This is an optimization exercise on Yosys and OpenROAD, whose aim is small area, not a production implementation. Function was checked by simulation only, so behaviour that the tests miss may differ from the original. In this run the design's own scripts or RTL, not TritonCTS, make the clock network. The flow treats the clock pin as an ideal source. Dropping or thinning the clock tree relies on that and would not hold on a real chip. Power is estimated from default activity; no workload was simulated.

--- design/flow/config.mk ---
export PLATFORM = sky130hd
export DESIGN_NAME = chasi
export DESIGN_NICKNAME = chasi
export VERILOG_FILES = /design/flow/design.v
export SDC_FILE = /design/flow/constraint.sdc
export NUM_CORES = 4
export LEC_CHECK = 0
export ABC_AREA = 1
export CAP_MARGIN = 20
export CORE_MARGIN = 2
export CORE_UTILIZATION = 70
export SLEW_MARGIN = 20
--- design/flow/constraint.sdc ---
create_clock -name core_clock -period 10.0 [get_ports {clk}]
set_input_delay 2.0000 -clock core_clock [delete_from_list [all_inputs] [get_ports {clk}]]
set_output_delay 2.0000 -clock core_clock [all_outputs]
set_load 0.01 [all_outputs]
--- design/flow/design.v ---
module hex2seven_seg(
    input [3:0] hex,
    input CE,
    output [6:0] seven_segment
);
wire [6:0] temp;
assign temp =   {7{hex == 0}} & ~7'b0111111 | 
                {7{hex == 1}} & ~7'b0000110 | 
                {7{hex == 2}} & ~7'b1011011 |
                {7{hex == 3}} & ~7'b1001111 |
                {7{hex == 4}} & ~7'b1100110 |
                {7{hex == 5}} & ~7'b1101101 |
                {7{hex == 6}} & ~7'b1111101 |
                {7{hex == 7}} & ~7'b0000111 |
                {7{hex == 8}} & ~7'b1111111 |
                {7{hex == 9}} & ~7'b1101111 |
                {7{hex == 4'ha}} & ~7'b1110111 |
                {7{hex == 4'hb}} & ~7'b1111100 |
                {7{hex == 4'hc}} & ~7'b0111001 |
                {7{hex == 4'hd}} & ~7'b1011110 |
                {7{hex == 4'he}} & ~7'b1111001 |
                {7{hex == 4'hf}} & ~7'b1110001;
assign seven_segment =  {7{CE == 0}} | temp; 
endmodule
module chasi(
    input clk,
    input reset,
    input w_button2, w_button3, w_button4,
    output [6:0] ss1, ss3, ss4, ss5, ss6, ss7, ss8
);
reg __button2, __button3, __button4;
reg _button2, _button3, _button4;
wire button2 = ~_button2 & __button2;
wire button3 = ~_button3 & __button3;
wire button4 = ~_button4 & __button4;
always @(posedge clk) begin
    __button2 <= reset & ~w_button2;
    __button3 <= reset & ~w_button3;
    __button4 <= reset & ~w_button4;
    _button2 <= __button2;
    _button3 <= __button3;
    _button4 <= __button4;
end
reg [8:0] clock_counter;
wire [8:0] pc = clock_counter ^ 9'b101010101;
always @(posedge clk) clock_counter <= (~reset ? 9'b110000001 : {pc[7:0], ~(pc[6] ^ pc[8] ^ (pc[1] | pc[2] | pc[3]))}) ^ 9'b101010101;
wire tick = (~pc[0] & pc[1] & ~pc[2] & ~pc[4] & ~pc[5] & ~pc[6] & ~pc[7] & pc[8]);
reg [6:0] counter;
reg active;
always @(posedge clk) counter <= (~reset | ~active) ? 7'b0111001 : tick ? {counter[5:0], ~(counter[4] ^ counter[6] ^ (counter[1] & ~counter[5]))} : counter;
wire c99 = (~counter[0] & ~counter[1] & counter[2] & counter[4] & counter[6]);
reg [5:0] blink_counter;
always @(posedge clk) blink_counter <= ~reset ? 6'b011110 : tick ? {blink_counter[4:0], blink_counter[0] ^ blink_counter[5] ^ (~blink_counter[1] & blink_counter[2])} : blink_counter;
wire ev = tick & (~blink_counter[0] & ~blink_counter[1] & blink_counter[2] & blink_counter[4] & blink_counter[5]);
reg [1:0] change_counter;
always @(posedge clk) active <= ~reset | (active ^ button2);
always @(posedge clk) change_counter <= ~reset ? 2'b11 : button3 ? {((~change_counter[1]) | (change_counter[0])), ((~change_counter[1]))} : change_counter;
wire sel0 = ((change_counter[0]));
wire sel1 = ((~change_counter[0] & change_counter[1]));
wire sel2 = ((~change_counter[1]));
wire run_inc = tick & c99;
reg [1:0] blink_state;
reg sel_changed;
wire blank_on = blink_state[1] & ~blink_state[0];
wire clr_blink = ~reset | button4;
always @(posedge clk) begin
    blink_state[1] <= ~clr_blink & (blink_state[1] | (blink_state[0] & ev));
    blink_state[0] <= ~clr_blink & (blink_state[1] ? (active | ((blink_state[0] | sel_changed) ^ ev)) : (blink_state[0] | ev));
    sel_changed <= button3;
end
wire [2:0] blink;
assign blink[0] = ~blank_on | ~(sel_changed ? sel1 : sel0);
assign blink[1] = ~blank_on | ~(sel_changed ? sel2 : sel1);
assign blink[2] = ~blank_on | ~(sel_changed ? sel0 : sel2);
wire inc_s = active ? run_inc : sel0 & button4;
reg [3:0] sec0;
wire [3:0] sec0_succ = {((sec0[1]) | (sec0[2] & ~sec0[3])), ((~sec0[2])), ((sec0[0] & ~sec0[1]) | (~sec0[0] & sec0[1])), ((~sec0[0] & sec0[3]) | (sec0[0] & ~sec0[3]))};
wire sec0_last = ((~sec0[0] & ~sec0[3]));
always @(posedge clk) sec0 <= ~reset ? 4'b1010 : inc_s ? sec0_succ : sec0;
wire inc_s1 = inc_s & sec0_last;
reg [2:0] sec1;
wire [2:0] sec1_succ = {((sec1[0])), ((sec1[2])), ((~sec1[1]))};
wire sec1_last = ((~sec1[0] & sec1[2]));
always @(posedge clk) sec1 <= ~reset ? 3'b010 : inc_s1 ? sec1_succ : sec1;
wire inc_m = active ? run_inc & sec0_last & sec1_last : sel1 & button4;
reg [3:0] min0;
wire [3:0] min0_succ = {((min0[1]) | (min0[2] & ~min0[3])), ((~min0[2])), ((min0[0] & ~min0[1]) | (~min0[0] & min0[1])), ((~min0[0] & min0[3]) | (min0[0] & ~min0[3]))};
wire min0_last = ((~min0[0] & ~min0[3]));
always @(posedge clk) min0 <= ~reset ? 4'b1010 : inc_m ? min0_succ : min0;
wire inc_m1 = inc_m & min0_last;
reg [2:0] min1;
wire [2:0] min1_succ = {((min1[0])), ((min1[2])), ((~min1[1]))};
wire min1_last = ((~min1[0] & min1[2]));
always @(posedge clk) min1 <= ~reset ? 3'b010 : inc_m1 ? min1_succ : min1;
wire inc_h = active ? run_inc & sec0_last & sec1_last & min0_last & min1_last : sel2 & button4;
reg [3:0] hour0;
reg [1:0] hour1;
wire hour0_is3 = ((~hour0[0] & hour0[1] & ~hour0[3]));
wire hour1_is2 = ((~hour1[0] & ~hour1[1]));
wire h23 = hour1_is2 & hour0_is3;
wire [3:0] hour0_succ = {((hour0[1]) | (hour0[0] & ~hour0[3])), ((hour0[0] & ~hour0[3]) | (hour0[0] & hour0[1] & ~hour0[2])), ((~hour0[3]) | (~hour0[0] & ~hour0[2])), ((~hour0[0] & hour0[2]) | (hour0[1] & ~hour0[3]) | (~hour0[0] & ~hour0[3]))};
wire hour0_last = ((~hour0[0] & ~hour0[1] & ~hour0[3]));
always @(posedge clk) hour0 <= ~reset ? 4'b0011 : inc_h ? (h23 ? 4'b0011 : hour0_succ) : hour0;
wire inc_h1 = inc_h & (hour0_last | h23);
wire [1:0] hour1_succ = {((~hour1[0] & ~hour1[1])), ((hour1[1]))};
wire hour1_last = ((~hour1[0] & ~hour1[1]));
always @(posedge clk) hour1 <= ~reset ? 2'b10 : inc_h1 ? hour1_succ : hour1;
assign ss3[0] = ~blink[0] | ((sec0[0] & sec0[1] & sec0[3]));
assign ss3[1] = ~blink[0] | ((~sec0[2] & ~sec0[3]) | (~sec0[0] & ~sec0[1] & sec0[2]));
assign ss3[2] = ~blink[0] | ((~sec0[0] & ~sec0[1] & ~sec0[2]));
assign ss3[3] = ~blink[0] | ((sec0[0] & sec0[1]));
assign ss3[4] = ~blink[0] | ((sec0[2]) | (sec0[0] & sec0[1]));
assign ss3[5] = ~blink[0] | ((sec0[0] & sec0[2]) | (~sec0[0] & ~sec0[1] & ~sec0[2]));
assign ss3[6] = ~blink[0] | ((sec0[0] & sec0[1] & sec0[2]) | (~sec0[0] & sec0[1] & ~sec0[2]));
assign ss4[0] = ~blink[0] | ((~sec1[0] & ~sec1[1]) | (sec1[0] & sec1[1]));
assign ss4[1] = ~blink[0] | ((~sec1[0] & sec1[2]));
assign ss4[2] = ~blink[0] | ((sec1[0] & ~sec1[2]));
assign ss4[3] = ~blink[0] | ((~sec1[0] & ~sec1[1]) | (sec1[0] & sec1[1]));
assign ss4[4] = ~blink[0] | ((sec1[2]) | (~sec1[0] & ~sec1[1]));
assign ss4[5] = ~blink[0] | ((~sec1[1]));
assign ss4[6] = ~blink[0] | ((~sec1[0] & ~sec1[2]));
assign ss5[0] = ~blink[1] | ((min0[0] & min0[1] & min0[3]));
assign ss5[1] = ~blink[1] | ((~min0[2] & ~min0[3]) | (~min0[0] & ~min0[1] & min0[2]));
assign ss5[2] = ~blink[1] | ((~min0[0] & ~min0[1] & ~min0[2]));
assign ss5[3] = ~blink[1] | ((min0[0] & min0[1]));
assign ss5[4] = ~blink[1] | ((min0[2]) | (min0[0] & min0[1]));
assign ss5[5] = ~blink[1] | ((min0[0] & min0[2]) | (~min0[0] & ~min0[1] & ~min0[2]));
assign ss5[6] = ~blink[1] | ((min0[0] & min0[1] & min0[2]) | (~min0[0] & min0[1] & ~min0[2]));
assign ss6[0] = ~blink[1] | ((~min1[0] & ~min1[1]) | (min1[0] & min1[1]));
assign ss6[1] = ~blink[1] | ((~min1[0] & min1[2]));
assign ss6[2] = ~blink[1] | ((min1[0] & ~min1[2]));
assign ss6[3] = ~blink[1] | ((~min1[0] & ~min1[1]) | (min1[0] & min1[1]));
assign ss6[4] = ~blink[1] | ((min1[2]) | (~min1[0] & ~min1[1]));
assign ss6[5] = ~blink[1] | ((~min1[1]));
assign ss6[6] = ~blink[1] | ((~min1[0] & ~min1[2]));
assign ss7[0] = ~blink[2] | ((hour0[0] & hour0[1] & hour0[3]));
assign ss7[1] = ~blink[2] | ((~hour0[1] & hour0[2]) | (hour0[0] & ~hour0[1] & ~hour0[3]));
assign ss7[2] = ~blink[2] | ((~hour0[0] & ~hour0[2] & hour0[3]));
assign ss7[3] = ~blink[2] | ((hour0[1] & hour0[3]));
assign ss7[4] = ~blink[2] | ((hour0[2]) | (hour0[1] & hour0[3]) | (~hour0[0] & ~hour0[3]));
assign ss7[5] = ~blink[2] | ((~hour0[0] & hour0[1]) | (hour0[1] & hour0[2]) | (~hour0[0] & ~hour0[2] & hour0[3]));
assign ss7[6] = ~blink[2] | ((hour0[1] & hour0[2]) | (hour0[0] & hour0[1] & ~hour0[3]));
assign ss8[0] = ~blink[2] | ((hour1[0]));
assign ss8[1] = ~blink[2] | (1'b0);
assign ss8[2] = ~blink[2] | ((~hour1[0] & ~hour1[1]));
assign ss8[3] = ~blink[2] | ((hour1[0]));
assign ss8[4] = ~blink[2] | ((hour1[0]));
assign ss8[5] = ~blink[2] | ((~hour1[1]));
assign ss8[6] = ~blink[2] | ((hour1[0]) | (hour1[1]));
assign ss1[0] = ((~change_counter[0] & change_counter[1]));
assign ss1[1] = (1'b0);
assign ss1[2] = ((~change_counter[1]));
assign ss1[3] = ((~change_counter[0] & change_counter[1]));
assign ss1[4] = ((~change_counter[0] & change_counter[1]));
assign ss1[5] = ((~change_counter[0]));
assign ss1[6] = ((change_counter[1]));
endmodule
--- design/flow/flow/run.sh ---
#!/bin/bash
# Own layout flow: the standard flow (standard.sh) with these changes, which only make the
# layout smaller:
#  - synthesis is the standard flow's own synthesis script, except that ABC maps the logic with each of
#    flow/abc*.script (area-oriented mapping, no delay-driven buffering or upsizing) and keeps
#    the smallest result (flow/abc_best.tcl), and that Yosys does not extract half/full adders
#    before ABC (ADDER_MAP_FILE empty);
#  - ports are buffered with sky130_fd_sc_hd__buf_1 instead of the default buffer cell;
#  - after clock tree synthesis, flow/post_cts.tcl (POST_CTS_TCL) replaces the clock tree with
#    two buf_12 buffers fed from the clock port, each driving a cluster of nearby flip-flops
#    (flow/clock_tree.tcl).
# Each tool's full output goes to the log files of ORFS (orfs/logs/...) and to make.log here.
set -euo pipefail
W=$PWD
cat > "$W/own_synth.tcl" <<EOF
set ::own_abc_scripts [list $W/flow/abc.script $W/flow/abc_deep1.script $W/flow/abc_deep2.script]
source $W/flow/abc_best.tcl
source $W/synth_recipe.tcl
EOF
CTS="-sink_clustering_enable -repair_clock_nets -dont_use_dummy_load"
bash "$W/standard.sh" \
  "SYNTH_SCRIPT=$W/own_synth.tcl" \
  "ADDER_MAP_FILE=" \
  "BUFFER_PORTS_ARGS=-buffer_cell sky130_fd_sc_hd__buf_1" \
  "CTS_ARGS=$CTS" \
  "POST_CTS_TCL=$W/flow/post_cts.tcl" \
  finish > "$W/make.log" 2>&1
--- design/flow/flow/abc.script ---
strash
dch -f
amap
topo
--- design/flow/flow/abc_best.tcl ---
# Yosys's abc command, replaced for this flow: map the logic once with each ABC script in
# abc_scripts (the -script argument the standard flow's synthesis passes is replaced) and keep the result
# with the smallest cell area.
proc abc {args} {
  set i [lsearch -exact $args -script]
  set lib [lindex $args [expr { [lsearch -exact $args -liberty] + 1 }]]
  yosys design -save own_abc_in
  set best -1
  set best_area 1e30
  set n 0
  foreach scr $::own_abc_scripts {
    yosys design -load own_abc_in
    set a $args
    if { $i >= 0 } { lset a [expr { $i + 1 }] $scr }
    if { [catch { yosys abc {*}$a } err] } {
      puts "own abc: script $scr failed: $err"
      incr n
      continue
    }
    set s [tee -q -s result.string stat -liberty $lib]
    regexp {Chip area for module [^:]*: ([0-9.]+)} $s -> area
    puts "own abc: script $scr gives cell area $area"
    if { $area < $best_area } { set best_area $area; set best $n }
    yosys design -save own_abc_out_$n
    incr n
  }
  if { $best < 0 } { error "own abc: every script failed" }
  yosys design -load own_abc_out_$best
  puts "own abc: kept [lindex $::own_abc_scripts $best] ($best_area)"
}
--- design/flow/flow/abc_deep1.script ---
strash
&get -n
&deepsyn -T 60 -S 1
&put
dch -f
amap
topo
--- design/flow/flow/abc_deep2.script ---
strash
&get -n
&deepsyn -T 60 -S 2
&put
dch -f
amap
topo
--- design/flow/flow/clock_tree.tcl ---
# Build a two-level clock tree by hand: K leaf buffers, each driving a cluster of the flip-flops
# (k-means on their positions), fed either straight from the clock port or from one root buffer.
proc out_iterm { inst } {
  foreach it [$inst getITerms] {
    if { [$it isOutputSignal] } { return $it }
  }
  error "no output on [$inst getName]"
}
proc build_tree { K leaf_master root_master {small_master ""} {small_max 0} } {
  set block [ord::get_db_block]
  set db [ord::get_db]
  set clknet [$block findNet clk]
  set sinks {}
  foreach it [$clknet getITerms] {
    set i [$it getInst]
    set bb [$i getBBox]
    lappend sinks [list $it [expr {([$bb xMin] + [$bb xMax]) / 2}] [expr {([$bb yMin] + [$bb yMax]) / 2}]]
  }
  set n [llength $sinks]
  # initial centres: sinks sorted by x, evenly spaced
  set sorted [lsort -integer -index 1 $sinks]
  set cx {}; set cy {}
  for {set k 0} {$k < $K} {incr k} {
    set s [lindex $sorted [expr {int(($k + 0.5) * $n / $K)}]]
    lappend cx [lindex $s 1]; lappend cy [lindex $s 2]
  }
  for {set iter 0} {$iter < 30} {incr iter} {
    set asg {}
    foreach s $sinks {
      set best 0; set bd 1e30
      for {set k 0} {$k < $K} {incr k} {
        set d [expr {abs([lindex $s 1] - [lindex $cx $k]) + abs([lindex $s 2] - [lindex $cy $k])}]
        if {$d < $bd} { set bd $d; set best $k }
      }
      lappend asg $best
    }
    set nx {}; set ny {}
    for {set k 0} {$k < $K} {incr k} {
      set sx 0; set sy 0; set c 0
      foreach s $sinks a $asg { if {$a == $k} { set sx [expr {$sx + [lindex $s 1]}]; set sy [expr {$sy + [lindex $s 2]}]; incr c } }
      if {$c > 0} { lappend nx [expr {$sx / $c}]; lappend ny [expr {$sy / $c}] } else { lappend nx [lindex $cx $k]; lappend ny [lindex $cy $k] }
    }
    set cx $nx; set cy $ny
  }
  set lm [$db findMaster $leaf_master]
  if {$root_master ne "none"} {
    set rm [$db findMaster $root_master]
    set rnet [odb::dbNet_create $block clknet_root]
    $rnet setSigType CLOCK
    set rinst [odb::dbInst_create $block $rm clkbuf_root]
    set sx 0; set sy 0
    foreach x $cx y $cy { set sx [expr {$sx + $x}]; set sy [expr {$sy + $y}] }
    $rinst setLocation [expr {$sx / $K}] [expr {$sy / $K}]
    $rinst setPlacementStatus PLACED
    [$rinst findITerm A] connect $clknet
    [out_iterm $rinst] connect $rnet
    set feed $rnet
  } else {
    set feed $clknet
  }
  for {set k 0} {$k < $K} {incr k} {
    set c 0
    foreach a $asg { if {$a == $k} { incr c } }
    set m $lm
    if { $small_master ne "" && $c <= $small_max } { set m [$db findMaster $small_master] }
    set net [odb::dbNet_create $block clknet_leaf_$k]
    $net setSigType CLOCK
    set inst [odb::dbInst_create $block $m clkbuf_leaf_$k]
    $inst setLocation [expr {int([lindex $cx $k])}] [expr {int([lindex $cy $k])}]
    $inst setPlacementStatus PLACED
    foreach s $sinks a $asg {
      if {$a == $k} { set it [lindex $s 0]; $it disconnect; $it connect $net }
    }
    [$inst findITerm A] connect $feed
    [out_iterm $inst] connect $net
  }
  set cnt {}
  for {set k 0} {$k < $K} {incr k} { set c 0; foreach a $asg { if {$a == $k} { incr c } }; lappend cnt $c }
  puts "clock tree: $K leaves ($leaf_master), fanouts $cnt, root $root_master"
}

# Take out the clock tree that clock_tree_synthesis built (its buffers and their nets) and put
# every flip-flop clock pin back on the clock port's net.
proc remove_clock_tree { } {
  set block [ord::get_db_block]
  set clknet [$block findNet clk]
  set bufs {}
  set nets {}
  set sinks {}
  set todo [list $clknet]
  while { [llength $todo] } {
    set net [lindex $todo 0]
    set todo [lrange $todo 1 end]
    foreach it [$net getITerms] {
      if { [$it isOutputSignal] } { continue }
      set inst [$it getInst]
      set m [[$inst getMaster] getName]
      if { [regexp {__(clk)?buf_[0-9]+$} $m] } {
        lappend bufs $inst
        set o [out_iterm $inst]
        set onet [$o getNet]
        if { $onet ne "NULL" } { lappend nets $onet; lappend todo $onet }
      } else {
        lappend sinks $it
      }
    }
  }
  foreach it $sinks {
    if { [$it getNet] ne $clknet } { $it disconnect; $it connect $clknet }
  }
  foreach inst $bufs { odb::dbInst_destroy $inst }
  foreach net $nets { odb::dbNet_destroy $net }
  puts "removed [llength $bufs] clock buffers, [llength $sinks] clock sinks back on clk"
}
--- design/flow/flow/post_cts.tcl ---
# POST_CTS_TCL hook: replace the clock tree with a smaller one of the same shape (one level of
# buffers, each driving a cluster of nearby flip-flops, all fed from the clock port), then
# legalise the new buffers.
source [file join [file dirname [info script]] clock_tree.tcl]
remove_clock_tree
build_tree 2 sky130_fd_sc_hd__buf_12 none
detailed_placement
estimate_parasitics -placement
report_clock_skew
--- design/flow/standard.sh ---
#!/bin/bash
# synth_recipe.tcl (not shown) runs the flow's synth.tcl, then flattens the netlist and writes it again
# the make line also repeats each setting of config.mk as NAME=value (left out here)
make -C /OpenROAD-flow-scripts/flow DESIGN_CONFIG=/design/flow/config.mk WORK_HOME=/design/flow/orfs CLKGATE_MAP_FILE= SYNTH_SCRIPT=/design/flow/synth_recipe.tcl "${@:-finish}"
==> metrics.md <==
| Metric | Value |
|---|---|
| Status | no timing/DRC/antenna violations |
| Total Neg Setup Slack | 0 ns |
| Post-Synthesis Cell Area | 2250 µm² |
| Sequential fraction of the synthesis area | 48.0% |
| Clock latency on the worst-skew pair | 0.13 ns |
| Drt first pass iters | 4 |
| CP max stage delay | 0.87 ns |
| # setup viols final | 0 |
| Drt drc | 0 |
| Layout cells sized above 1 | 0.619% |
| Nets | 330 |
| Storage element area | 1080 µm² |
| Crit path max-delay cell type | clkinv_1 |
| Yosys cell types | 28 |
| Via/cell ratio | 5.74 |
| DRT Wirelength | 4670 µm |
| Via Count | 2108 |
| Die Wd | 60.7 µm |
| Io pins | 54 |
| Initial antenna violation count | 0 |
| Crit. End Element | flip-flop |
| Worst reg-to-reg setup slack | 7.02 ns |
| Final period util | 45.2% |
| Skew final | 0.00572 ns |
| Peak supply drop | 0.000105 V |
| Post-DP HPWL | 3300 µm |
| Clk sinks | 54 |
| Post-synth top flop | dfxtp_1 |
| Remaining antenna violation count | 0 |
| Footprint of the multi-input gates | 980 µm² |
| #FFs+latches synth | 54 |
| Fmax | 0.221 GHz |
| Hold Vio Cnt, Final | 0 |
| Post-Syn Nets | 283 |
| Fillcell total | 240 |
| Mapped Cells | 278 |
| CP Launch Type | input port |
| WS Path Type | in -> reg |
| Global-route wire length before repair | 7260 µm |
| Detailed Route Iter0 Violations | 162 |
| CP Max Fanout | 23 |
| All-layer global routing usage | 25.4% |
| EDFF count, synth | 0 |
| Crit path DAT | 4.54 ns |
| Worst Slack Setup Final | 5.48 ns |
| RSZ-0062 raised after global routing | no |
| Pleak | 0.941 nW |
| Area of the die | 3690 µm² |
| GP Congestion | 0.777 |
| Area of the core | 3050 µm² |
| Worst slack, placed | 5.37 ns |
| Initial Util | 73.8% |
| CP dominant cell by count | clkinv_1 |
| Post-placement cell count | 365 |
| Post-layout minimum cycle time | 4.52 ns |
| Slew margin rel. | 30.7% |
| Clk slew on worst S/H paths | 0.10 ns |
| Finished Layout Cells | 367 |
| N_diodes | 0 |
| Die height | 60.7 µm |
| Syn. warnings | 1 |
| Mapped Avg Cell Area | 8.10 µm² |
| Area Growth Syn to Fin | 9.89% |
| Total of max-cap violations | 0 |
| Critical Path RT | 10.03 ns |
| Vias in the first global route | 1715 |
| FP Rows | 20 |
| Number of buffers added on ports | 52 |
| Global route overflow | 0 |
| PwrDens | 133 nW/µm² |
| Worst path cell trace | buf_1 > clkinv_1 > nor2_1 > clkinv_1 > a221o_1 |
| Worst slew pin tran | 1.04 ns |
| Pin count of the biggest net entering global routing | 28 |
| Final Max Slew Viols | 0 |
| Hold crit path type | reg -> reg |
| Post-DR wirelength/cell | 12.7 µm |
| Synth async-reset ratio | 0% |
[cells in the mapped netlist, drive strengths merged (2+ instances only)]
library cell	n	area (µm²)
o22ai	5	31.3
o21ai	29	145
o221a	3	33.8
o221ai	12	105
o211ai	5	37.5
buf	9	67.6
nor2b	7	43.8
a221o	4	40.0
or2	2	12.5
nor3	4	20.0
clkinv	33	124
nand3	7	35.0
a22oi	3	22.5
nand2	38	143
nor4	2	12.5
nor2	31	116
a21oi	17	85.1
dfxtp	54	1080
a221oi	4	35.0
[cells in the final DEF (no fill, tap or decap), drive strengths merged, types with 5 or more instances in the layout]
cell type	count
a21oi	17
o211ai	5
nand2	38
o21ai	29
dfxtp	54
o221ai	12
clkinv	33
nor2b	7
nand3	7
buf	54
nor2	31
o22ai	5
[final timing paths]
kind	to	cells past startpoint	start
min reg2reg	_button2	0	__button2
max reg2reg	hour0[2]	11	clock_counter[1]
min	_button2	0	__button2
max	counter[5]	5	reset
[metrics by stage]
stage	total power, mW	hold WS (ns)	util, %	area (µm²)
floorplan	0.243	0.324	-	2250
global placement	0.248	0.331	79.8	2430
detailed placement	0.249	0.332	79.8	2430
global route	0.338	0.363	81.1	2470
finish	0.328	0.350	81.1	2470
[state kept, by name (all words and copies together), names as in the netlist]
register / cells
clock_counter: 9
counter: 7
blink_counter: 6
hour0: 4
min0: 4
sec0: 4
min1: 3
sec1: 3
blink_state: 2
change_counter: 2
hour1: 2
__button2: 1
__button3: 1
__button4: 1
_button2: 1
_button3: 1
_button4: 1
active: 1
sel_changed: 1
[layout make-up]
class / instances / share of cell area [%]
timing repair buffer: 52 / 7.89
inverter: 33 / 5.01
multi-input combinational: 182 / 39.6
sequential: 54 / 43.7
tap: 44 / 2.22
buffer: 2 / 1.62
[worst max-delay path: cells and delay by family]
kind / cells / cell delay [ns]
AO/OA/AOI/OAI: 1 / 0.28
buffers and inverters: 3 / 1.81
AND/OR/NAND/NOR: 1 / 0.44
[where the power goes]
part,leakage [nW],switching (mW),internal (mW)
logic,0.482,0.0138,0.00612
registers,0.440,0.00382,0.221
clock network,0.0188,0.0511,0.0326
total,0.941,0.0687,0.259
[routing by layer]
metal | vias up | wire length [µm] | track usage (%)
met3 | 6 | 196 | 2.35
li1 | 1073 | - | -
met4 | 0 | 53 | 6.83
met2 | 65 | 2300 | 45.3
met1 | 964 | 2120 | 33.2
met5 | - | 0 | 0
[logic make-up after synthesis]
group / Yosys count / share of synthesized area, %
flops: 54 / 48.0
simple gates: 94 / 17.8
compound gates: 87 / 25.5
other cells: 1 / 0.167
buf+inv: 42 / 8.50

==> afterwards: timing with drivers on the ports <==
The flow's constraints put no driver on any port. The routed layout listed below was extracted and timed again, unchanged, in two steps.
Step 1 sets driving cells, clkbuf_16 on the clock port and buf_2 on the other inputs (assumed; they add their load-dependent delay and slew).
Step 2 adds t to the input delays and takes it off the output delays; t is the mean of the earliest and latest rising clock arrival at the registers after step 1. Input paths then give back, and output paths get back, about the clock's delay inside the block.
Slacks: ideal ports / drivers / drivers and shift; pairs: ideal ports / drivers.
t, ns: 0.179
slack for setup (ns): 5.485 / 5.504 / 5.325
worst setup path after step 2: input to register
After both steps setup and hold are still met in this run. The setup slack of this run moves by +0.019 ns with the drivers and by -0.160 ns with both steps.
